Background: an optimization exercise with open tools, aiming at small area. Do not read the settings as production practice.
Function was checked by simulation only, so behaviour that the tests miss may differ from the original.
No driver is modelled on the clock port, so clocking that relies on it looks cheaper here than on a real chip.
Power and IR drop assume default switching activity.

**flow/config.mk**
```make
export PLATFORM = sky130hd
export DESIGN_NAME = framestore
export DESIGN_NICKNAME = framestore
export VERILOG_FILES = /design/flow/design.v
export SDC_FILE = /design/flow/constraint.sdc
export NUM_CORES = 4
export LEC_CHECK = 0
export CAP_MARGIN = 0
export CORE_MARGIN = 2
export CORE_UTILIZATION = 50
export PLACE_DENSITY = 0.92
export SLEW_MARGIN = 0
```
**flow/constraint.sdc**
```tcl
create_clock -name core_clock -period 5.0 [get_ports {clk}]
set_input_delay 1.0000 -clock core_clock [delete_from_list [all_inputs] [get_ports {clk}]]
set_output_delay 1.0000 -clock core_clock [all_outputs]
set_load 0.01 [all_outputs]
```
**flow/design.v**
```verilog
module drawing_mem_ctrl (
                  input  wire        clk,
                  input  wire        reset,
                  input  wire        phase,
                  input  wire        iq_req,
                  output reg         iq_ack,
                  input  wire [17:0] iq_address,
                  input  wire  [3:0] iq_nbyte,
                  input  wire        iq_rnw,
                  input  wire [31:0] data_from_iq,
                  input  wire        vdu_req,
                  input  wire        vdu_take,
                  input  wire [16:0] vdu_address,
                  input  wire        de_req,
                  output reg         de_ack,
                  input  wire [17:0] de_address,
                  input  wire  [3:0] de_nbyte,
                  input  wire        de_rnw,
                  input  wire [31:0] de_wdata,
                  output reg  [17:0] fs_address,
                  output wire  [1:0] fs_ncs,
                  output reg         fs_noe,
                  output reg         fs_nwe,
                  output reg   [3:0] fs_nbyte_sel,
                  output reg  [31:0] fs_wdata
                  );
reg  ncs;
wire iq_grant = phase & !vdu_req & iq_req;
wire de_grant = phase & !vdu_req & !iq_req & de_req;
wire iq_sel   = phase ? iq_grant : iq_ack;
wire de_sel   = phase ? de_grant : de_ack;
wire pre_nwe  = !((iq_ack | de_ack) & fs_noe);
assign fs_ncs = {ncs, ncs};
always @ (posedge clk)
  if (reset)
    begin
    iq_ack <= 1'b0;
    de_ack <= 1'b0;
    ncs    <= 1'b0;
    fs_noe <= 1'b1;
    end
  else
    begin
    iq_ack <= iq_grant;
    de_ack <= de_grant;
    if (phase)
      begin
      ncs    <= !(vdu_req | iq_req | de_req);
      fs_noe <= !(vdu_req | (iq_req ? iq_rnw : (de_req & de_rnw)));
      end
    end
always @ (posedge clk)
  begin
  fs_address   <= ({18{vdu_take}} & {1'b0, vdu_address})
                | ({18{iq_sel}}   & iq_address)
                | ({18{de_sel}}   & de_address);
  fs_nbyte_sel <= ({4{iq_sel}} & iq_nbyte) | ({4{de_sel}} & de_nbyte);
  fs_wdata     <= ({32{iq_sel}} & data_from_iq) | ({32{de_sel}} & de_wdata);
  end
always @ (negedge clk) fs_nwe <= pre_nwe;
endmodule
module drawing_vduc (
            input  wire        clk,
            input  wire        reset,
            output wire        frame_over,
            output wire        vdu_req,      
            output wire        vdu_take,     
            output wire [16:0] vdu_address,
            output wire        phase,        
            input  wire [31:0] vdu_data,
            output wire        v_sync_out,
            output wire        h_sync_out,
            output reg   [7:0] pixel_out,
            output reg         v_blank,
            output reg         h_blank
            );
reg  [9:0] p;
reg [11:0] b;                     
reg [31:0] pixels;
wire [7:0] hw     = p[9:2];
wire       first  = p[9] & p[8] & p[7];              
wire       p_wrap = p[9] & p[8] & (&p[4:0]);         
wire       b_wrap = b[11] & b[9] & b[6];             
wire       h_act  = !p[9] | (!p[8] & !p[7]);         
wire       v_act  = (b < 12'd2400);                  
wire       p656   = (p == 10'd656);
wire       b_inc  = p656 | (!p[9] & (&p[6:0]));      
wire       show   = h_act & !v_blank;                
assign phase       = p[0];
assign vdu_req     = (first | show) & !p[1] & p[0];
assign vdu_take    = show & (p[1] ^ p[0]);
assign vdu_address = {b, hw[4:0]};
assign h_sync_out  = p[9] & !p[8] & p[7] & (p[6] | p[5] | p[4]) & !(p[6] & p[5] & p[4]);   
assign v_sync_out  = (b >= 12'd2450) & (b <= 12'd2459);
assign frame_over  = (p == 10'd657) & !v_blank & !v_act;    
always @ (posedge clk)
  if (reset)       p <= 10'd1020;
  else if (p_wrap) p <= 10'd0;
  else             p <= p + 10'd1;
always @ (posedge clk)
  if (reset)        b <= 12'd2430;
  else if (b_inc)
    if (b_wrap)     b <= 12'd0;
    else            b <= b + 12'd1;
always @ (posedge clk)
  begin
  pixels[31:24] <= vdu_data[31:24];
  if (p[1:0] == 2'd3) pixels[23:0] <= vdu_data[23:0];
  else                pixels[23:0] <= pixels[31:8];
  end
wire prev_word = (p >= 10'd4) & (p <= 10'd643);    
wire prev_show = prev_word & !v_blank;
always @ (posedge clk)
  h_blank <= reset | !prev_word;
always @ (posedge clk)
  if (reset) pixel_out <= 8'h00;
  else       pixel_out <= prev_show ? pixels[7:0] : 8'h00;
always @ (posedge clk)
  if (reset)              v_blank <= 1'b1;
  else if (hw != 8'd164)  v_blank <= !v_act;
endmodule
module framestore (
            input  wire        clk,
            input  wire        reset,
            input  wire        iq_req,
            output wire        iq_ack,
            input  wire [17:0] iq_address,
            input  wire  [3:0] iq_nbyte,
            input  wire        iq_rnw,
            input  wire [31:0] data_from_iq,
            input  wire        de_req,
            output wire        de_ack,
            input  wire [17:0] de_address,
            input  wire  [3:0] de_nbyte,
            input  wire        de_rnw,
            input  wire [31:0] de_wdata,
            output wire [17:0] fs_address,
            output wire  [1:0] fs_ncs,
            output wire        fs_noe,
            output wire        fs_nwe,
            output wire  [3:0] fs_nbyte_sel,
            input  wire [31:0] fs_rdata,
            output wire [31:0] fs_wdata,
            output wire        frame_over,
            output wire        v_sync_out,
            output wire        h_sync_out,
            output wire  [7:0] pixel_out,
            output wire        v_blank,
            output wire        h_blank
            );
wire        phase, vdu_req, vdu_take;
wire [16:0] vdu_address;
drawing_mem_ctrl mem_ctrl (
            .clk(clk), .reset(reset), .phase(phase),
            .iq_req(iq_req), .iq_ack(iq_ack), .iq_address(iq_address),
            .iq_nbyte(iq_nbyte), .iq_rnw(iq_rnw), .data_from_iq(data_from_iq),
            .vdu_req(vdu_req), .vdu_take(vdu_take), .vdu_address(vdu_address),
            .de_req(de_req), .de_ack(de_ack), .de_address(de_address),
            .de_nbyte(de_nbyte), .de_rnw(de_rnw), .de_wdata(de_wdata),
            .fs_address(fs_address), .fs_ncs(fs_ncs), .fs_noe(fs_noe),
            .fs_nwe(fs_nwe), .fs_nbyte_sel(fs_nbyte_sel),
            .fs_wdata(fs_wdata));
drawing_vduc vduc (
            .clk(clk), .reset(reset),
            .frame_over(frame_over), .vdu_req(vdu_req), .vdu_take(vdu_take),
            .vdu_address(vdu_address), .phase(phase), .vdu_data(fs_rdata),
            .v_sync_out(v_sync_out), .h_sync_out(h_sync_out),
            .pixel_out(pixel_out), .v_blank(v_blank), .h_blank(h_blank));
endmodule
```
**flow/flow/run.sh**
```bash
#!/bin/bash
set -euo pipefail
top=${FLOW_TOP:-framestore}
lib=$FLOW_HOME/platforms/sky130hd/lib/sky130_fd_sc_hd__tt_025C_1v80.lib
yosys=$FLOW_HOME/../tools/install/yosys/bin/yosys
res=orfs/results/sky130hd/framestore/base

export BUFFER_PORTS_ARGS="-buffer_cell sky130_fd_sc_hd__buf_1"
# After CTS, any clock buffer whose flip-flops still see a slow edge (by the
# placement estimate) is upsized, for margin on the clock-pin slew limit.
export POST_CTS_TCL=$PWD/flow/post_cts.tcl CTS_ROOT_BUF=sky130_fd_sc_hd__clkbuf_8 CTS_ROOT_SLEW=100 CTS_LEAF_SLEW=0.110
export CTS_ARGS="-sink_clustering_enable -repair_clock_nets -dont_use_dummy_load -buf_list sky130_fd_sc_hd__clkbuf_4 -root_buf sky130_fd_sc_hd__clkbuf_4"

bash standard.sh synth > synth.log 2>&1

cp $res/1_2_yosys.v $res/1_2_yosys.standard.v
# Two passes of four re-mapping runs with different ABC seeds in parallel;
# each pass starts from the smallest netlist so far and keeps the smallest.
remap_pass() {  # pass input
  local pass=$1 in=$2 seed
  for seed in 0 1 2 3; do
    sed -e "s#@SEED@#$((seed + 4 * pass))#" flow/remap.abc.in > remap_${pass}_$seed.abc
    sed -e "s#@LIB@#$lib#g; s#@IN@#$in#; s#@TOP@#$top#; s#@OUT@#$PWD/remapped_${pass}_$seed.v#g; s#@ABC@#$PWD/remap_${pass}_$seed.abc#" \
      flow/remap.ys > remap_run_${pass}_$seed.ys
    $yosys -l remap_${pass}_$seed.log -s remap_run_${pass}_$seed.ys > /dev/null &
  done
  wait
  for seed in 0 1 2 3; do
    if [[ -f remapped_${pass}_$seed.v.after.txt ]]; then
      echo "$(awk '/Chip area/ {print $NF}' remapped_${pass}_$seed.v.after.txt) remapped_${pass}_$seed.v"
    fi
  done | sort -g > remap_pass_$pass.log
  cp $(head -1 remap_pass_$pass.log | awk '{print $2}') remapped_pass_$pass.v
}
remap_pass 0 $res/1_2_yosys.standard.v
remap_pass 1 $PWD/remapped_pass_0.v
cp $(cat remap_pass_0.log remap_pass_1.log | sort -g | head -1 | awk '{print $2}') remapped.v
$yosys -l remap_check.log -p "read_liberty -lib $lib; read_verilog remapped.v; hierarchy -top $top; check -assert -mapped" > /dev/null
cp remapped.v $res/1_2_yosys.v
rm -f $res/1_synth.odb $res/1_synth.sdc

bash standard.sh finish > standard.log 2>&1
```
**flow/flow/post_cts.tcl**
```tcl
# Resize the clock tree buffers so every flip-flop clock pin stays well
# inside the slew limit after routing: the root first, then any leaf buffer
# whose flip-flops still see a slow edge.
proc sink_slew {inst} {
  set worst 0
  foreach opin [get_pins -of_objects $inst -filter "direction == output"] {
    foreach p [get_pins -of_objects [get_nets -of_objects $opin] -filter "direction == input"] {
      set s [get_property $p slew_max]
      if {$s > $worst} { set worst $s }
    }
  }
  return $worst
}
proc drives_clock_buffer {inst} {
  foreach opin [get_pins -of_objects $inst -filter "direction == output"] {
    foreach p [get_pins -of_objects [get_nets -of_objects $opin] -filter "direction == input"] {
      if {[string match "sky130_fd_sc_hd__clkbuf_*" [get_property [get_cells -of_objects $p] ref_name]]} { return 1 }
    }
  }
  return 0
}
proc clock_buffers {} {
  set l {}
  foreach inst [get_cells *] {
    if {[string match "sky130_fd_sc_hd__clkbuf_*" [get_property $inst ref_name]]} { lappend l $inst }
  }
  return $l
}
estimate_parasitics -placement
set resized 0
foreach inst [clock_buffers] {
  if {[sink_slew $inst] > $::env(CTS_ROOT_SLEW)} {
    puts "clock buffer [get_full_name $inst]: sink slew [format %.3f [sink_slew $inst]] ns, resized to $::env(CTS_ROOT_BUF)"
    replace_cell $inst $::env(CTS_ROOT_BUF)
    incr resized
  }
}
estimate_parasitics -placement
foreach inst [clock_buffers] {
  if {[get_property $inst ref_name] ne "sky130_fd_sc_hd__clkbuf_4"} { continue }
  if {[drives_clock_buffer $inst]} { continue }
  if {[sink_slew $inst] > $::env(CTS_LEAF_SLEW)} {
    puts "clock buffer [get_full_name $inst]: sink slew [format %.3f [sink_slew $inst]] ns, resized to clkbuf_8"
    replace_cell $inst sky130_fd_sc_hd__clkbuf_8
    incr resized
  }
}
if {$resized > 0} {
  detailed_placement
  check_placement -verbose
}
```
**flow/flow/remap.abc.in**
```
strash; &get -n; &fraig -x; &put; scorr; dc2; strash; dc2; strash; &get -n; &deepsyn -T 60 -S @SEED@; &dch -f; &nf -R 1000; &put; strash; dch -f; amap
```
**flow/flow/remap.ys**
```
# Re-map the combinational logic of the standard synthesis netlist for
# area. Registers (and tie cells) are kept as they are, by name and type.
read_liberty -ignore_miss_func @LIB@
read_verilog @IN@
hierarchy -top @TOP@
blackbox sky130_fd_sc_hd__df* sky130_fd_sc_hd__ed* sky130_fd_sc_hd__sdf* sky130_fd_sc_hd__sed* sky130_fd_sc_hd__dl* sky130_fd_sc_hd__conb*
flatten
opt_clean -purge
tee -o @OUT@.before.txt stat -liberty @LIB@
abc -script @ABC@ -liberty @LIB@ -dont_use *lpflow* -dont_use *probe*
splitnets
opt_clean -purge
hilomap -singleton -hicell sky130_fd_sc_hd__conb_1 HI -locell sky130_fd_sc_hd__conb_1 LO
insbuf -buf sky130_fd_sc_hd__buf_4 A X
rename -enumerate -pattern _rm%_
opt_clean -purge
tee -o @OUT@.after.txt stat -liberty @LIB@
write_verilog -noattr -noexpr -nohex -nodec @OUT@
```
**flow/standard.sh**
```bash
#!/bin/bash
# synth_recipe.tcl (not shown) runs the flow's synth.tcl, then flattens the netlist and writes it again
# the make line also repeats each setting of config.mk as NAME=value (left out here)
make -C /OpenROAD-flow-scripts/flow DESIGN_CONFIG=/design/flow/config.mk WORK_HOME=/design/flow/orfs CLKGATE_MAP_FILE= SYNTH_SCRIPT=/design/flow/synth_recipe.tcl "${@:-finish}"
```
==> flow_summary_export.csv, run 1 <==
group,metric,value,unit
outcome,outcome,"timing/DRC/antenna clean",
grt,first_global_vias,3460,
grt,grt_pass1_wl,16000,um
sta,finalMaxSlewViolations,0,
route,wl_per_cell,15.2,um
critical_path,cp_top_family,"flip-flops",
die,pin_count,219,
route,wirelength_met1,4030,um
grt,grt_max_degree,55,
die,start_util,0.512,
sta,finalHoldViolCount,0,
grt,gr-total-overflow,0,
synthesis,yosysWarnings,2,
route,ant_nets,0,
clock_network,path_clk_slew,80,ps
critical_path,crit_arrival,3410,ps
layout,fill_cells,631,
critical_path,endpoint,"fs_nwe",
power_and_ir_drop,p_per_area,337,nW/um^2
placed_design,port_buffers,218,
critical_path,regToRegEndpoint,"vduc.b[10]",
route,wl_met2,5430,um
grt,antenna_found_initial,0,
job,drv_cap,0,
route,num_vias,3701,
layout,drive_gt1_frac,0.0354,
layout,syn_to_final_growth,27.4,%
layout,seq_area,2460,um^2
placed_design,place_area,4860,um^2
hold_path,hold_path_class,"flip-flop to flip-flop",
synthesis,syn_avg_cell_area,10.9,um^2
placed_design,place_ws,1050,ps
power_and_ir_drop,p_leak,1.88,nW
layout,finish.utilization,0.653,
synthesis,syn-instance-count,360,
die,core_area,7650,um^2
critical_path,r2r_start,"vduc.p[1]",
layout,multi_input_area,1310,um^2
critical_path,path_depth,1,
sta,rsz0062_at_grt,"no",
layout,fin_cells,696,
critical_path,crit_fanout,1,
die,dieArea,8560,um^2
critical_path,startpoint,"mem_ctrl.fs_nwe",
critical_path,end_kind,"output port",
route,dr_wl_met3,870,um
placed_design,place_inst,679,
sta,fin_setup_tns,0,ps
critical_path,worstPathRequired,4000,ps
clock_network,cts_tree,"yes",
die,die_y,92.5,um
die,rows,32,
power_and_ir_drop,ir_drop,0.201,mV
critical_path,reg2reg_slack,1210,ps
synthesis,synth_area,3920,um^2
route,drc,0,
sta,setup_violations,0,
critical_path,cpMaxStageDelayCell,"dfxtp_1",
clock_network,clk_latency,470,ps
route,drt-pass1-iter-count,8,
critical_path,cp_num_buf_inv,1,
layout,nNetsFinal,742,
clock_network,cts_sinks,123,
sta,maxSlewHeadroom,0.317,
layout,diodes,0,
critical_path,path_cells,"buf_1",
critical_path,critPathKind,"flip-flop to output port",
placed_design,hpwl,7960,um
critical_path,max_stage_delay,300,ps
placed_design,place_congestion,0.848,
route,drtIter0Drc,257,
route,drt-vias-per-instance,5.32,
route,top_layer_used,"met4",
critical_path,r2r_cells,14,
grt,grt_util_all_layers,0.238,
layout,final_area,4990,um^2
critical_path,start_kind,"flip-flop",
die,die_w,92.5,um
synthesis,syn_nets,506,
route,wl,10600,um
sta,worst_slew_pin_slew,1020,ps
sta,finalWorstSetupSlack,589,ps
sta,finClkSkew,44.7,ps
## stage by stage
stage / hold WS (ps) / power [mW]
floorplan: 414 / 1.18
global placement: 415 / 1.26
detailed placement: 423 / 1.27
global route: 436 / 1.77
finish: 430 / 1.68
## area by class of cell
cell class,instances,area share
clock inverter,1,0.000752
tap,102,0.0256
multi-input combinational,199,0.263
timing repair buffer,219,0.165
clock buffer,17,0.0256
inverter,35,0.0263
sequential,123,0.493
## worst min path at each step
stage                    from                end  slack [ps]  cells after the start
2_1_floorplan  vduc.pixels[0]  vduc.pixel_out[0]         410                      1
3_3_place_gp   vduc.pixels[6]  vduc.pixel_out[6]         410                      1
3_5_place_dp   vduc.pixels[7]  vduc.pixel_out[7]         420                      1
5_1_grt        vduc.pixels[9]     vduc.pixels[1]         440                      1
6_report       vduc.pixels[3]  vduc.pixel_out[3]         430                      1
## report_power, final
part	internal (mW)	leakage, nW	switching, mW
clock	0.157	0.0798	0.278
sequential	1.04	1.01	0.0212
combinational	0.0866	0.795	0.0999
total	1.28	1.88	0.399
## layout by cell type, fill, tap and decap left out, types with 3 or more instances in the layout
master    instances
o22a_1           24
a22o_1           37
nand4_1           4
nor2_1           21
o21ai_0          14
buf_1           218
nor3_1            7
dfxtp_1         123
nand2_1          33
clkbuf_4         17
or2_0             3
nand3_1           8
o211ai_1          3
clkinv_1         36
a222oi_1         17
nor2b_1           9
## layer usage
layer  up-vias  GRT usage
met5         -          0
met4         0     0.0858
met3        22     0.0724
met2       179      0.415
met1      1711      0.277
li1       1789          -
## flip-flops by register name (all words and copies together) (netlist names)
| register | flops |
|---|---|
| mem_ctrl.ncs | 1 |
| mem_ctrl.de_ack | 1 |
| mem_ctrl.fs_noe | 1 |
| mem_ctrl.fs_wdata | 32 |
| vduc.pixel_out | 8 |
| vduc.v_blank | 1 |
| vduc.p | 10 |
| mem_ctrl.fs_nbyte_sel | 4 |
| vduc.h_blank | 1 |
| vduc.b | 12 |
| mem_ctrl.iq_ack | 1 |
| mem_ctrl.fs_nwe | 1 |
| mem_ctrl.fs_address | 18 |
| vduc.pixels | 32 |
==> run 2: changes to the inputs <==
--- a/flow/design.v
+++ b/flow/design.v
@@ -83,7 +83,7 @@
 wire       b_wrap = b[11] & b[9] & b[6];             
 wire       h_act  = !p[9] | (!p[8] & !p[7]);         
 wire       v_act  = (b < 12'd2400);                  
-wire       p656   = (p == 10'd656);
+wire       p656   = p[9] & p[7] & (p[6:0] == 7'b001_0000);    
 wire       b_inc  = p656 | (!p[9] & (&p[6:0]));      
 wire       show   = h_act & !v_blank;                
 assign phase       = p[0];
@@ -92,16 +92,19 @@
 assign vdu_address = {b, hw[4:0]};
 assign h_sync_out  = p[9] & !p[8] & p[7] & (p[6] | p[5] | p[4]) & !(p[6] & p[5] & p[4]);   
 assign v_sync_out  = (b >= 12'd2450) & (b <= 12'd2459);
-assign frame_over  = (p == 10'd657) & !v_blank & !v_act;    
+assign frame_over  = p[9] & p[7] & (p[6:0] == 7'b001_0001)    
+                   & !v_blank & !v_act;                        
+wire [9:0]  p_next = p + 10'd1;
+wire [11:0] b_next = b + 12'd1;
 always @ (posedge clk)
   if (reset)       p <= 10'd1020;
-  else if (p_wrap) p <= 10'd0;
-  else             p <= p + 10'd1;
+  else if (p_wrap) p <= p_next & ~10'b11_0010_0000;
+  else             p <= p_next;
 always @ (posedge clk)
   if (reset)        b <= 12'd2430;
   else if (b_inc)
-    if (b_wrap)     b <= 12'd0;
-    else            b <= b + 12'd1;
+    if (b_wrap)     b <= b_next & ~12'b1010_0100_0001;
+    else            b <= b_next;
 always @ (posedge clk)
   begin
   pixels[31:24] <= vdu_data[31:24];
@@ -117,7 +120,8 @@
   else       pixel_out <= prev_show ? pixels[7:0] : 8'h00;
 always @ (posedge clk)
   if (reset)              v_blank <= 1'b1;
-  else if (hw != 8'd164)  v_blank <= !v_act;
+  else if (!(p[9] & p[7] & (p[6:2] == 5'b0_0100)))    
+                          v_blank <= !v_act;
 endmodule
 module framestore (
             input  wire        clk,
==> run 2 against run 1 <==
Compared with the run above:
- still clean on timing, DRC and antenna
- cell count fell by 1.1%
- via count fell by 2.7%
- sequential power barely moved
- register-to-register slack improved by 200 ps
- clock skew fell by 16 ps
- sequential share of layout area barely moved
- critical endpoint unchanged
- largest power group unchanged
==> flow_summary_export.csv, run 2 <==
group,metric,value,unit
route,num_vias,3602,
sta,rsz0062_at_grt,"no",
die,dieArea,8520,um^2
layout,largestRegisters,"mem_ctrl.fs_wdata (32), vduc.pixels (32), mem_ctrl.fs_address (18)",
layout,final_common_cell,"buf_1",
placed_design,hpwl,7820,um
sta,fin_setup_tns,0,ps
clock_network,cts_tree,"yes",
critical_path,crit_fanout,1,
layout,syn_to_final_growth,28.1,%
grt,grt_util_all_layers,0.239,
power_and_ir_drop,p_int,1.28,mW
power_and_ir_drop,power,1.67,mW
route,wl_per_cell,15.0,um
sta,hold_ws,433,ps
grt,gr-total-overflow,0,
sta,finalHoldViolCount,0,
layout,diodes,0,
clock_network,clk_latency,480,ps
route,drt-pass1-iter-count,5,
power_and_ir_drop,clkPwrFrac,0.262,
synthesis,synth_area,3900,um^2
route,ant_nets,0,
route,drc,0,
power_and_ir_drop,ir_drop,0.221,mV
hold_path,hold_path_class,"flip-flop to flip-flop",
die,pin_count,219,
route,drtIter0Drc,243,
outcome,outcome,"timing/DRC/antenna clean",
power_and_ir_drop,p_leak,1.93,nW
grt,antenna_found_initial,0,
critical_path,path_cells,"buf_1",
layout,drive_gt1_frac,0.0392,
sta,worst_slew_pin_slew,1020,ps
clock_network,path_clk_slew,100,ps
die,rows,32,
die,die_w,92.3,um
synthesis,yosysWarnings,2,
sta,setup_violations,0,
placed_design,place_congestion,0.918,
power_and_ir_drop,p_per_area,334,nW/um^2
critical_path,cp_top_family,"flip-flops",
sta,finalMaxSlewViolations,0,
layout,nNetsFinal,734,
route,drt-vias-per-instance,5.24,
power_and_ir_drop,p_sw_frac,0.232,
grt,first_global_vias,3370,
synthesis,syn_avg_cell_area,11.1,um^2
critical_path,max_stage_delay,290,ps
critical_path,cpMaxStageDelayCell,"dfxtp_1",
power_and_ir_drop,pwr-share-comb,0.105,
synthesis,syn-instance-count,350,
layout,finish.utilization,0.653,
critical_path,critPathKind,"flip-flop to output port",
power_and_ir_drop,power_switching,0.387,mW
critical_path,cp_num_buf_inv,1,
clock_network,cts_sinks,123,
grt,grt_max_degree,55,
critical_path,start_kind,"flip-flop",
critical_path,crit_arrival,3400,ps
die,core_area,7650,um^2
route,wl,10300,um
die,die_y,92.3,um
placed_design,port_buffers,218,
sta,finClkSkew,28.8,ps
sta,maxSlewHeadroom,0.320,
grt,grt_pass1_wl,15700,um
critical_path,worstPathRequired,4000,ps
synthesis,syn_nets,496,
critical_path,end_kind,"output port",
job,drv_cap,0,
layout,layout_common_cells,"buf_1 (218), dfxtp_1 (123), a22o_1 (61)",
die,start_util,0.510,
power_and_ir_drop,p_seq_frac,0.633,
[run 2: changes by cell type in the layout (fill, tap and decap cells not counted), moves of 3 or more]
cell,change
a22o_1,+24
and3_1,+3
clkinv_1,-3
nand2_1,-16
nand3_1,-7
nand4_1,-3
nor2_1,+11
o21ai_0,+3
o22a_1,-23
[run 2: final timing paths]
check / startpoint / to / slack (ps) / depth (start not counted)
worst max register to register: vduc.p[0] / vduc.b[11] / 1410 / 19
worst min register to register: vduc.pixels[21] / vduc.pixels[13] / 430 / 1
worst min-delay path: vduc.pixels[21] / vduc.pixels[13] / 430 / 1
worst max-delay path: mem_ctrl.fs_nwe / fs_nwe / 600 / 1
[run 2: power groups by stage]
stage / combinational (mW) / clock (mW) / sequential [mW]
global route: 0.193 / 0.500 / 1.06
global placement: 0.169 / 0.00272 / 1.08
finish: 0.175 / 0.437 / 1.06
detailed placement: 0.176 / 0.00272 / 1.08
floorplan: 0.0763 / 0.00272 / 1.09
[run 2: routing by layer]
metal  up-vias  track usage  routed length, um  share of wire
met5         -            0                  0              0
met4         0        0.109                245          0.024
met3        21       0.0683                788          0.076
met2       175        0.431               5350           0.52
met1      1637        0.257               3930           0.38
li1       1769            -                  -              -
[run 2: area by class of cell]
class,count,area (um^2)
Clock buffer,17,134
Clock inverter,1,3.75
Fill cell,621,2650
Inverter,32,120
Multi-Input combinational cell,192,1310
Sequential cell,123,2460
Tap cell,102,128
Timing Repair Buffer,221,841
[run 2: metrics by stage]
stage / worst slack [ps] / instances / instance area (um^2)
global placement: 1060 / 671 / 4860
detailed placement: 1060 / 671 / 4860
global route: 524 / 688 / 5000
finish: 598 / 688 / 5000
floorplan: 395 / 350 / 3900
==> run 3: changes to the inputs <==
--- a/flow/design.v
+++ b/flow/design.v
@@ -82,7 +82,7 @@
 wire       p_wrap = p[9] & p[8] & (&p[4:0]);         
 wire       b_wrap = b[11] & b[9] & b[6];             
 wire       h_act  = !p[9] | (!p[8] & !p[7]);         
-wire       v_act  = (b < 12'd2400);                  
+wire       v_act  = !b[11] | (!b[9] & !b[8]) | (b[8] & !b[7] & !b[5]) | (!b[9] & !b[7] & !b[6]);
 wire       p656   = p[9] & p[7] & (p[6:0] == 7'b001_0000);    
 wire       b_inc  = p656 | (!p[9] & (&p[6:0]));      
 wire       show   = h_act & !v_blank;                
@@ -90,8 +90,9 @@
 assign vdu_req     = (first | show) & !p[1] & p[0];
 assign vdu_take    = show & (p[1] ^ p[0]);
 assign vdu_address = {b, hw[4:0]};
-assign h_sync_out  = p[9] & !p[8] & p[7] & (p[6] | p[5] | p[4]) & !(p[6] & p[5] & p[4]);   
-assign v_sync_out  = (b >= 12'd2450) & (b <= 12'd2459);
+assign h_sync_out  = p[9] & p[7] & (p[6] | p[5] | p[4]) & !(p[6] & p[5] & p[4]);   
+assign v_sync_out  = b[11] & b[8] & b[7] & !b[6] & !b[5] & b[4]
+                   & ((b[3] ^ b[2]) | (!b[2] & b[1]));
 assign frame_over  = p[9] & p[7] & (p[6:0] == 7'b001_0001)    
                    & !v_blank & !v_act;                        
 wire [9:0]  p_next = p + 10'd1;
==> run 3 against run 2 <==
Compared with the run above:
- still clean on timing, DRC and antenna
- via count grew 0.64%
- worst setup slack lost 8.9 ps
- non-clock buffer count stayed put
- synthesized cell count decreased by 0.29%
- global-route usage increased by 0.36 points
- largest power group unchanged
==> flow_summary_export.csv, run 3 <==
group,metric,value,unit
layout,drive_gt1_frac,0.0393,
clock_network,cts_sinks,123,
placed_design,place_congestion,0.850,
layout,layout_common_cells,"buf_1 (218), dfxtp_1 (123), a22o_1 (37)",
clock_network,cts_tree,"yes",
critical_path,start_kind,"flip-flop",
route,drt-vias-per-instance,5.27,
placed_design,port_buffers,218,
power_and_ir_drop,p_per_area,337,nW/um^2
die,die_w,92.2,um
critical_path,critPathKind,"flip-flop to output port",
route,wl_per_cell,15.3,um
route,wl,10500,um
layout,fill_cells,608,
critical_path,endpoint,"fs_nwe",
grt,gr-total-overflow,0,
layout,final_area,4980,um^2
critical_path,end_kind,"output port",
grt,grt_max_degree,55,
critical_path,path_depth,1,
clock_network,clk_latency,500,ps
die,dieArea,8500,um^2
layout,finish.utilization,0.652,
critical_path,path_cells,"buf_1",
critical_path,cp_num_buf_inv,1,
route,drc,0,
synthesis,syn_nets,495,
sta,setup_violations,0,
sta,fin_setup_tns,0,ps
critical_path,reg2reg_slack,1170,ps
placed_design,place_area,4850,um^2
critical_path,startpoint,"mem_ctrl.fs_nwe",
synthesis,yosysWarnings,2,
route,drt-pass1-iter-count,5,
sta,finalMaxSlewViolations,0,
route,drtIter0Drc,246,
critical_path,r2r_start,"vduc.p[0]",
outcome,outcome,"timing/DRC/antenna clean",
critical_path,crit_arrival,3410,ps
critical_path,cpMaxStageDelayCell,"dfxtp_1",
placed_design,hpwl,7780,um
die,pin_count,219,
critical_path,max_stage_delay,300,ps
sta,hold_ws,426,ps
sta,maxSlewHeadroom,0.304,
die,rows,32,
critical_path,r2r_cells,21,
sta,finalHoldViolCount,0,
sta,finClkSkew,38.5,ps
critical_path,worstPathRequired,4000,ps
hold_path,hold_path_class,"flip-flop to flip-flop",
synthesis,syn_avg_cell_area,11.1,um^2
route,num_vias,3625,
synthesis,synth_area,3890,um^2
job,drv_cap,0,
layout,largestRegisters,"mem_ctrl.fs_wdata (32), vduc.pixels (32), mem_ctrl.fs_address (18)",
grt,first_global_vias,3409,
die,die_y,92.2,um
sta,rsz0062_at_grt,"no",
layout,seq_area,2460,um^2
critical_path,cp_top_family,"flip-flops",
power_and_ir_drop,p_leak,1.84,nW
sta,worst_slew_pin_slew,1040,ps
layout,nNetsFinal,733,
grt,grt_util_all_layers,0.242,
die,start_util,0.509,
layout,syn_to_final_growth,28.1,%
grt,antenna_found_initial,1,
clock_network,path_clk_slew,100,ps
critical_path,crit_fanout,1,
synthesis,syn-instance-count,349,
power_and_ir_drop,ir_drop,0.182,mV
power_and_ir_drop,power,1.68,mW
route,ant_nets,0,
layout,multi_input_area,1290,um^2
layout,final_common_cell,"buf_1",
critical_path,regToRegEndpoint,"vduc.b[11]",
die,core_area,7650,um^2
grt,grt_pass1_wl,15800,um
[run 3: cell count changes in the layout (fill, tap and decap cells not counted), sizes merged, moves of 2 or more]
cell / previous run / this run
a22o: 62 / 38
clkinv: 33 / 36
nand2: 18 / 16
nor2: 32 / 27
nor2b: 9 / 11
o22a: 1 / 24
[run 3: how the worst min path moves through the flow]
stage                     slack (ps)      startpoint  cells past startpoint                end
after detailed placement         420  vduc.pixels[3]                      1  vduc.pixel_out[3]
after global placement           420  vduc.pixels[6]                      1  vduc.pixel_out[6]
after global routing             450  vduc.pixels[7]                      1  vduc.pixel_out[7]
final                            430  vduc.pixels[3]                      1  vduc.pixel_out[3]
after floorplan                  410  vduc.pixels[0]                      1  vduc.pixel_out[0]
[run 3: through the flow]
stage | instances | setup slack, ps
floorplan | 349 | 468
global placement | 670 | 1060
detailed placement | 670 | 1070
global route | 688 | 524
finish | 688 | 589
[run 3: layout make-up]
cell class,count,share of cell area
clock inverters,1,0.000753
diodes,1,0.000502
clock buffers,17,0.0256
flip-flops and latches,123,0.494
multi-input cells,188,0.258
repair buffers,221,0.169
well taps,102,0.0256
inverters,35,0.0264
[run 3: power by group]
group          total [mW]  internal (mW)  switching (mW)
Combinational       0.182         0.0858          0.0961
Clock               0.440          0.156           0.284
Sequential           1.06           1.04          0.0206
Total                1.68           1.28           0.400
[run 3: routing by layer]
layer / track usage / wire length (um) / up-vias
met5: 0 / 0 / -
li1: - / - / 1766
met3: 0.0830 / 745 / 13
met4: 0.112 / 198 / 0
met2: 0.419 / 5450 / 148
met1: 0.268 / 4150 / 1698
==> run 4: changes to the inputs <==
--- a/flow/flow/run.sh
+++ b/flow/flow/run.sh
@@ -14,12 +14,13 @@
 bash standard.sh synth > synth.log 2>&1
 
 cp $res/1_2_yosys.v $res/1_2_yosys.standard.v
-# Two passes of four re-mapping runs with different ABC seeds in parallel;
+# Three passes of four re-mapping runs with different ABC seeds in parallel;
 # each pass starts from the smallest netlist so far and keeps the smallest.
 remap_pass() {  # pass input
   local pass=$1 in=$2 seed
   for seed in 0 1 2 3; do
-    sed -e "s#@SEED@#$((seed + 4 * pass))#" flow/remap.abc.in > remap_${pass}_$seed.abc
+    amap_args=""; (( seed % 2 )) && amap_args="-F 4 -A 8"
+    sed -e "s#@SEED@#$((seed + 4 * pass))#; s#@AMAP@#$amap_args#" flow/remap.abc.in > remap_${pass}_$seed.abc
     sed -e "s#@LIB@#$lib#g; s#@IN@#$in#; s#@TOP@#$top#; s#@OUT@#$PWD/remapped_${pass}_$seed.v#g; s#@ABC@#$PWD/remap_${pass}_$seed.abc#" \
       flow/remap.ys > remap_run_${pass}_$seed.ys
     $yosys -l remap_${pass}_$seed.log -s remap_run_${pass}_$seed.ys > /dev/null &
@@ -34,7 +35,9 @@
 }
 remap_pass 0 $res/1_2_yosys.standard.v
 remap_pass 1 $PWD/remapped_pass_0.v
-cp $(cat remap_pass_0.log remap_pass_1.log | sort -g | head -1 | awk '{print $2}') remapped.v
+cp $(cat remap_pass_0.log remap_pass_1.log | sort -g | head -1 | awk '{print $2}') remapped_best_1.v
+remap_pass 2 $PWD/remapped_best_1.v
+cp $(cat remap_pass_0.log remap_pass_1.log remap_pass_2.log | sort -g | head -1 | awk '{print $2}') remapped.v
 $yosys -l remap_check.log -p "read_liberty -lib $lib; read_verilog remapped.v; hierarchy -top $top; check -assert -mapped" > /dev/null
 cp remapped.v $res/1_2_yosys.v
 rm -f $res/1_synth.odb $res/1_synth.sdc
==> flow/flow/remap.abc.in (replaced) <==
strash; &get -n; &fraig -x; &put; scorr; dc2; strash; dc2; strash; &get -n; &deepsyn -T 90 -S @SEED@; &dch -f; &nf -R 1000; &put; strash; dch -f; amap @AMAP@
==> run 4 against run 3 <==
Compared with the run above:
- sequential power hardly changed
- clock power barely moved
- via count increased by 0.63%
- count of clock-buffer cells in the layout stayed put
- clock skew shrank 2.4 ps
- cell count is 0.73% lower
- sequential share of layout area grew 0.15 points
- cell area is 0.30% lower
- power is essentially flat
- die area decreased by 0.12%
- critical path depth did not move
- non-clock buffer count down 1
- largest power group unchanged
==> flow_summary_export.csv, run 4 <==
group,metric,value,unit
power_and_ir_drop,p_leak,1.84,nW
power_and_ir_drop,ir_drop,0.174,mV
layout,largestRegisters,"mem_ctrl.fs_wdata (32), vduc.pixels (32), mem_ctrl.fs_address (18)",
grt,first_global_vias,3354,
layout,finish.utilization,0.653,
route,ant_nets,0,
sta,finalHoldViolCount,0,
synthesis,synth_area,3880,um^2
critical_path,crit_arrival,3410,ps
die,core_area,7610,um^2
sta,maxSlewHeadroom,0.325,
critical_path,path_cells,"buf_1",
clock_network,clk_latency,470,ps
grt,grtUsageMet1,0.274,
layout,multi_input_area,1290,um^2
power_and_ir_drop,p_per_area,338,nW/um^2
hold_path,hold_path_class,"flip-flop to flip-flop",
critical_path,worstPathRequired,4000,ps
critical_path,cp_top_family,"flip-flops",
layout,nNetsFinal,729,
route,drtIter0Drc,212,
route,wl_per_cell,15.5,um
clock_network,cts_tree,"yes",
hold_path,min_to,"vduc.pixel_out[5]",
outcome,outcome,"timing/DRC/antenna clean",
critical_path,r2r_start,"vduc.p[1]",
sta,finalMaxSlewViolations,0,
hold_path,min_path_cells,1,
placed_design,hpwl,7760,um
critical_path,critPathKind,"flip-flop to output port",
critical_path,end_kind,"output port",
placed_design,place_inst,666,
layout,layout_common_cells,"buf_1 (218), dfxtp_1 (123), a22o_1 (37)",
route,drt-pass1-iter-count,5,
route,drt-vias-per-instance,5.34,
sta,setup_violations,0,
sta,finClkSkew,36.1,ps
layout,diodes,0,
die,start_util,0.511,
critical_path,reg2reg_slack,1450,ps
placed_design,place_congestion,0.858,
die,die_y,92.1,um
grt,grt.met3_usage,0.0657,
die,dieArea,8490,um^2
sta,fin_setup_tns,0,ps
layout,fin_cells,683,
sta,worst_slew_pin_slew,1010,ps
critical_path,crit_fanout,1,
route,wl,10600,um
route,num_vias,3648,
hold_path,hold_start,"vduc.pixels[5]",
grt,grt_util_all_layers,0.240,
grt,antenna_found_initial,0,
critical_path,cp_num_buf_inv,1,
critical_path,max_stage_delay,300,ps
grt,use_met2,0.427,
placed_design,port_buffers,218,
critical_path,start_kind,"flip-flop",
clock_network,path_clk_slew,100,ps
critical_path,r2r_cells,15,
critical_path,cpMaxStageDelayCell,"dfxtp_1",
critical_path,regToRegEndpoint,"vduc.b[10]",
layout,final_area,4970,um^2
die,die_w,92.1,um
job,drv_cap,0,
layout,final_common_cell,"buf_1",
synthesis,syn-instance-count,346,
grt,gr-total-overflow,0,
die,rows,32,
layout,syn_to_final_growth,27.9,%
synthesis,yosysWarnings,2,
grt,grt_pass1_wl,16000,um
layout,seq_area,2460,um^2
synthesis,syn_nets,492,
grt,grt-busiest-layer,"met2",
layout,drive_gt1_frac,0.0379,
sta,rsz0062_at_grt,"no",
layout,fill_cells,637,
placed_design,place_area,4840,um^2
die,pin_count,219,
clock_network,cts_sinks,123,
grt,grt_max_degree,55,
synthesis,syn_avg_cell_area,11.2,um^2
route,drc,0,
==> run 4: cell types whose count changed in the layout (fill, tap and decap cells not counted), sizes merged, moves of 2 or more <==
| cell | change |
|---|---|
| and3 | +2 |
| nand4 | -2 |
| o21ai | +2 |
| nor2b | -2 |
| nand2 | -3 |
| or2 | +3 |
| a21oi | +3 |
| nor3 | -2 |
| clkinv | -3 |
| o211ai | -3 |
==> run 4: where the power goes <==
group          internal, mW  switching (mW)  leakage (nW)
clock network         0.157           0.284        0.0798
registers              1.04          0.0195          1.01
logic                0.0844          0.0977         0.751
==> run 4: worst reg2reg max path: stages (launching register included) <==
cell      delay (ps)
dfxtp_1          400
nand2_1          530
clkinv_1         180
and3_1           250
nand2_1          140
o32ai_1          220
nand2_1          140
nor2_1           240
and3_1           240
nand2_1           80
nor2_1           150
nand2_1          100
nor2_1           270
and3_1           280
o21ai_0          120
a21oi_1          160
==> run 4: final cells by class <==
cell class / instances / share of cell area
timing repair buffer: 220 / 0.168
sequential: 123 / 0.496
tap: 102 / 0.0257
clock buffer: 17 / 0.0257
multi-input combinational: 188 / 0.260
clock inverter: 1 / 0.000756
inverter: 32 / 0.0242
==> run 4: metrics by stage <==
step | setup slack, ps | hold slack [ps] | power (mW)
after detailed placement | 1070 | 426 | 1.26
after global routing | 527 | 459 | 1.76
after global placement | 1060 | 422 | 1.25
final | 595 | 439 | 1.68
after floorplan | 895 | 414 | 1.17
==> run 4: per-layer routing <==
metal  wire [um]  vias up
met1        4150     1710
met4         147        0
met5           0        -
met2        5500      168
li1            -     1754
met3         772       16
==> run 4: how the worst max path moves through the flow <==
stage / start / to / depth (start not counted)
2_1_floorplan: vduc.p[1] / mem_ctrl.fs_address[0] / 8
3_3_place_gp: mem_ctrl.fs_nwe / fs_nwe / 1
3_5_place_dp: mem_ctrl.fs_nwe / fs_nwe / 1
5_1_grt: mem_ctrl.fs_nwe / fs_nwe / 1
6_report: mem_ctrl.fs_nwe / fs_nwe / 1
==> run 5: changes to the inputs <==
--- a/flow/design.v
+++ b/flow/design.v
@@ -109,8 +109,10 @@
 always @ (posedge clk)
   begin
   pixels[31:24] <= vdu_data[31:24];
-  if (p[1:0] == 2'd3) pixels[23:0] <= vdu_data[23:0];
-  else                pixels[23:0] <= pixels[31:8];
+  if (p[1])           pixels[23:8] <= vdu_data[23:8];
+  else                pixels[23:8] <= pixels[31:16];
+  if (p[1:0] == 2'd3) pixels[7:0]  <= vdu_data[7:0];
+  else                pixels[7:0]  <= pixels[15:8];
   end
 wire prev_word = (p >= 10'd4) & (p <= 10'd643);    
 wire prev_show = prev_word & !v_blank;
==> run 5 against run 4 <==
Compared with the run above:
- still clean
- sequential share of layout area fell by 0.087 points
- core utilization fell by 0.23 points
- count of clock-buffer cells in the layout did not move
- critical path depth did not move
- power rose by 1.5%
- clock power barely moved
- sequential power barely moved
- synthesized cell count rose by 1.2%
- combinational power rose by 5%
- area after synthesis rose by 0.16%
- cell count rose by 0.73%
- highest routed layer unchanged
==> flow_summary_export.csv, run 5 <==
group,metric,value,unit
sta,maxSlewHeadroom,0.310,
critical_path,end_kind,"output port",
layout,drive_gt1_frac,0.0376,
critical_path,r2r_cells,11,
sta,setup_violations,0,
layout,final_area,4980,um^2
route,drt-pass1-iter-count,7,
critical_path,critPathKind,"flip-flop to output port",
die,die_y,92.2,um
die,start_util,0.509,
power_and_ir_drop,pwr-share-comb,0.112,
grt,gr-total-overflow,0,
power_and_ir_drop,p_leak,1.84,nW
clock_network,cts_sinks,123,
sta,rsz0062_at_grt,"no",
die,die_w,92.2,um
sta,finalHoldViolCount,0,
critical_path,regToRegEndpoint,"mem_ctrl.fs_address[9]",
route,num_vias,3652,
critical_path,cp_num_buf_inv,1,
power_and_ir_drop,p_seq_frac,0.627,
grt,first_global_vias,3526,
outcome,outcome,"timing/DRC/antenna clean",
grt,grt_pass1_wl,16500,um
layout,largestRegisters,"mem_ctrl.fs_wdata (32), vduc.pixels (32), mem_ctrl.fs_address (18)",
die,core_area,7650,um^2
hold_path,hold_path_class,"flip-flop to flip-flop",
clock_network,path_clk_slew,80,ps
critical_path,crit_fanout,1,
die,dieArea,8500,um^2
critical_path,path_cells,"buf_1",
sta,fin_setup_tns,0,ps
route,drc,0,
placed_design,port_buffers,218,
synthesis,syn_avg_cell_area,11.1,um^2
sta,finalMaxSlewViolations,0,
power_and_ir_drop,p_per_area,342,nW/um^2
placed_design,place_inst,670,
layout,fill_cells,639,
route,drt-vias-per-instance,5.31,
route,drtIter0Drc,219,
layout,final_common_cell,"buf_1",
route,wl_per_cell,16.0,um
critical_path,r2r_start,"vduc.p[1]",
power_and_ir_drop,p_sw_frac,0.243,
critical_path,worstPathRequired,4000,ps
grt,antenna_found_initial,1,
critical_path,startpoint,"mem_ctrl.fs_nwe",
layout,layout_common_cells,"buf_1 (218), dfxtp_1 (123), clkinv_1 (39)",
placed_design,place_congestion,0.930,
critical_path,cp_top_family,"flip-flops",
clock_network,clk_latency,480,ps
power_and_ir_drop,ir_drop,0.189,mV
critical_path,cpMaxStageDelayCell,"dfxtp_1",
synthesis,synth_area,3890,um^2
critical_path,start_kind,"flip-flop",
critical_path,reg2reg_slack,730,ps
route,wl,11000,um
die,pin_count,219,
grt,grt_util_all_layers,0.252,
job,drv_cap,0,
route,ant_nets,0,
power_and_ir_drop,p_int,1.29,mW
synthesis,syn_nets,496,
sta,worst_slew_pin_slew,1030,ps
sta,finClkSkew,30.4,ps
synthesis,syn-instance-count,350,
critical_path,max_stage_delay,300,ps
critical_path,endpoint,"fs_nwe",
layout,syn_to_final_growth,27.9,%
synthesis,yosysWarnings,2,
placed_design,place_area,4850,um^2
power_and_ir_drop,clkPwrFrac,0.260,
clock_network,cts_tree,"yes",
placed_design,hpwl,8160,um
power_and_ir_drop,power_switching,0.415,mW
critical_path,crit_arrival,3410,ps
grt,grt_max_degree,55,
die,rows,32,
layout,nNetsFinal,733,
layout,fin_cells,688,
layout,finish.utilization,0.651,
critical_path,path_depth,1,
-- run 5: worst min-delay path by stage --
stage | start | to | slack [ps] | cells after the start
global placement | vduc.pixels[1] | vduc.pixel_out[1] | 420 | 1
detailed placement | vduc.pixels[5] | vduc.pixel_out[5] | 430 | 1
global route | vduc.pixels[14] | vduc.pixels[6] | 450 | 1
floorplan | vduc.pixels[0] | vduc.pixel_out[0] | 410 | 1
finish | vduc.pixels[4] | vduc.pixel_out[4] | 440 | 1
-- run 5: through the flow --
stage	hold WS, ps	power, mW	setup slack [ps]
global placement	418	1.28	1070
detailed placement	428	1.28	798
global route	450	1.78	392
finish	442	1.70	593
floorplan	414	1.19	718
-- run 5: area by class of cell --
| type | count | area, um^2 | area share |
|---|---|---|---|
| sequential | 123 | 2460 | 0.495 |
| multi-input combinational | 186 | 1280 | 0.256 |
| timing repair buffer | 220 | 833 | 0.167 |
| inverter | 38 | 143 | 0.0287 |
| clock buffer | 17 | 128 | 0.0256 |
| tap | 102 | 128 | 0.0256 |
| clock inverter | 1 | 3.75 | 0.000754 |
| antenna | 1 | 2.50 | 0.000503 |
-- run 5: routing by layer --
metal  wire length [um]  vias to the layer above  part of all wire  global-route usage
li1                   -                     1760                 -                   -
met1               4430                     1696              0.40               0.297
met2               5450                      169              0.50               0.415
met3                745                       27             0.068              0.0641
met4                350                        0             0.032               0.144
met5                  0                        -                 0                   0
-- run 5: power groups by stage --
| stage | clock network (mW) | registers (mW) | logic, mW |
|---|---|---|---|
| floorplan | 0.00272 | 1.10 | 0.0864 |
| global placement | 0.00272 | 1.09 | 0.184 |
| detailed placement | 0.00272 | 1.09 | 0.189 |
| global route | 0.495 | 1.07 | 0.209 |
| finish | 0.444 | 1.07 | 0.191 |
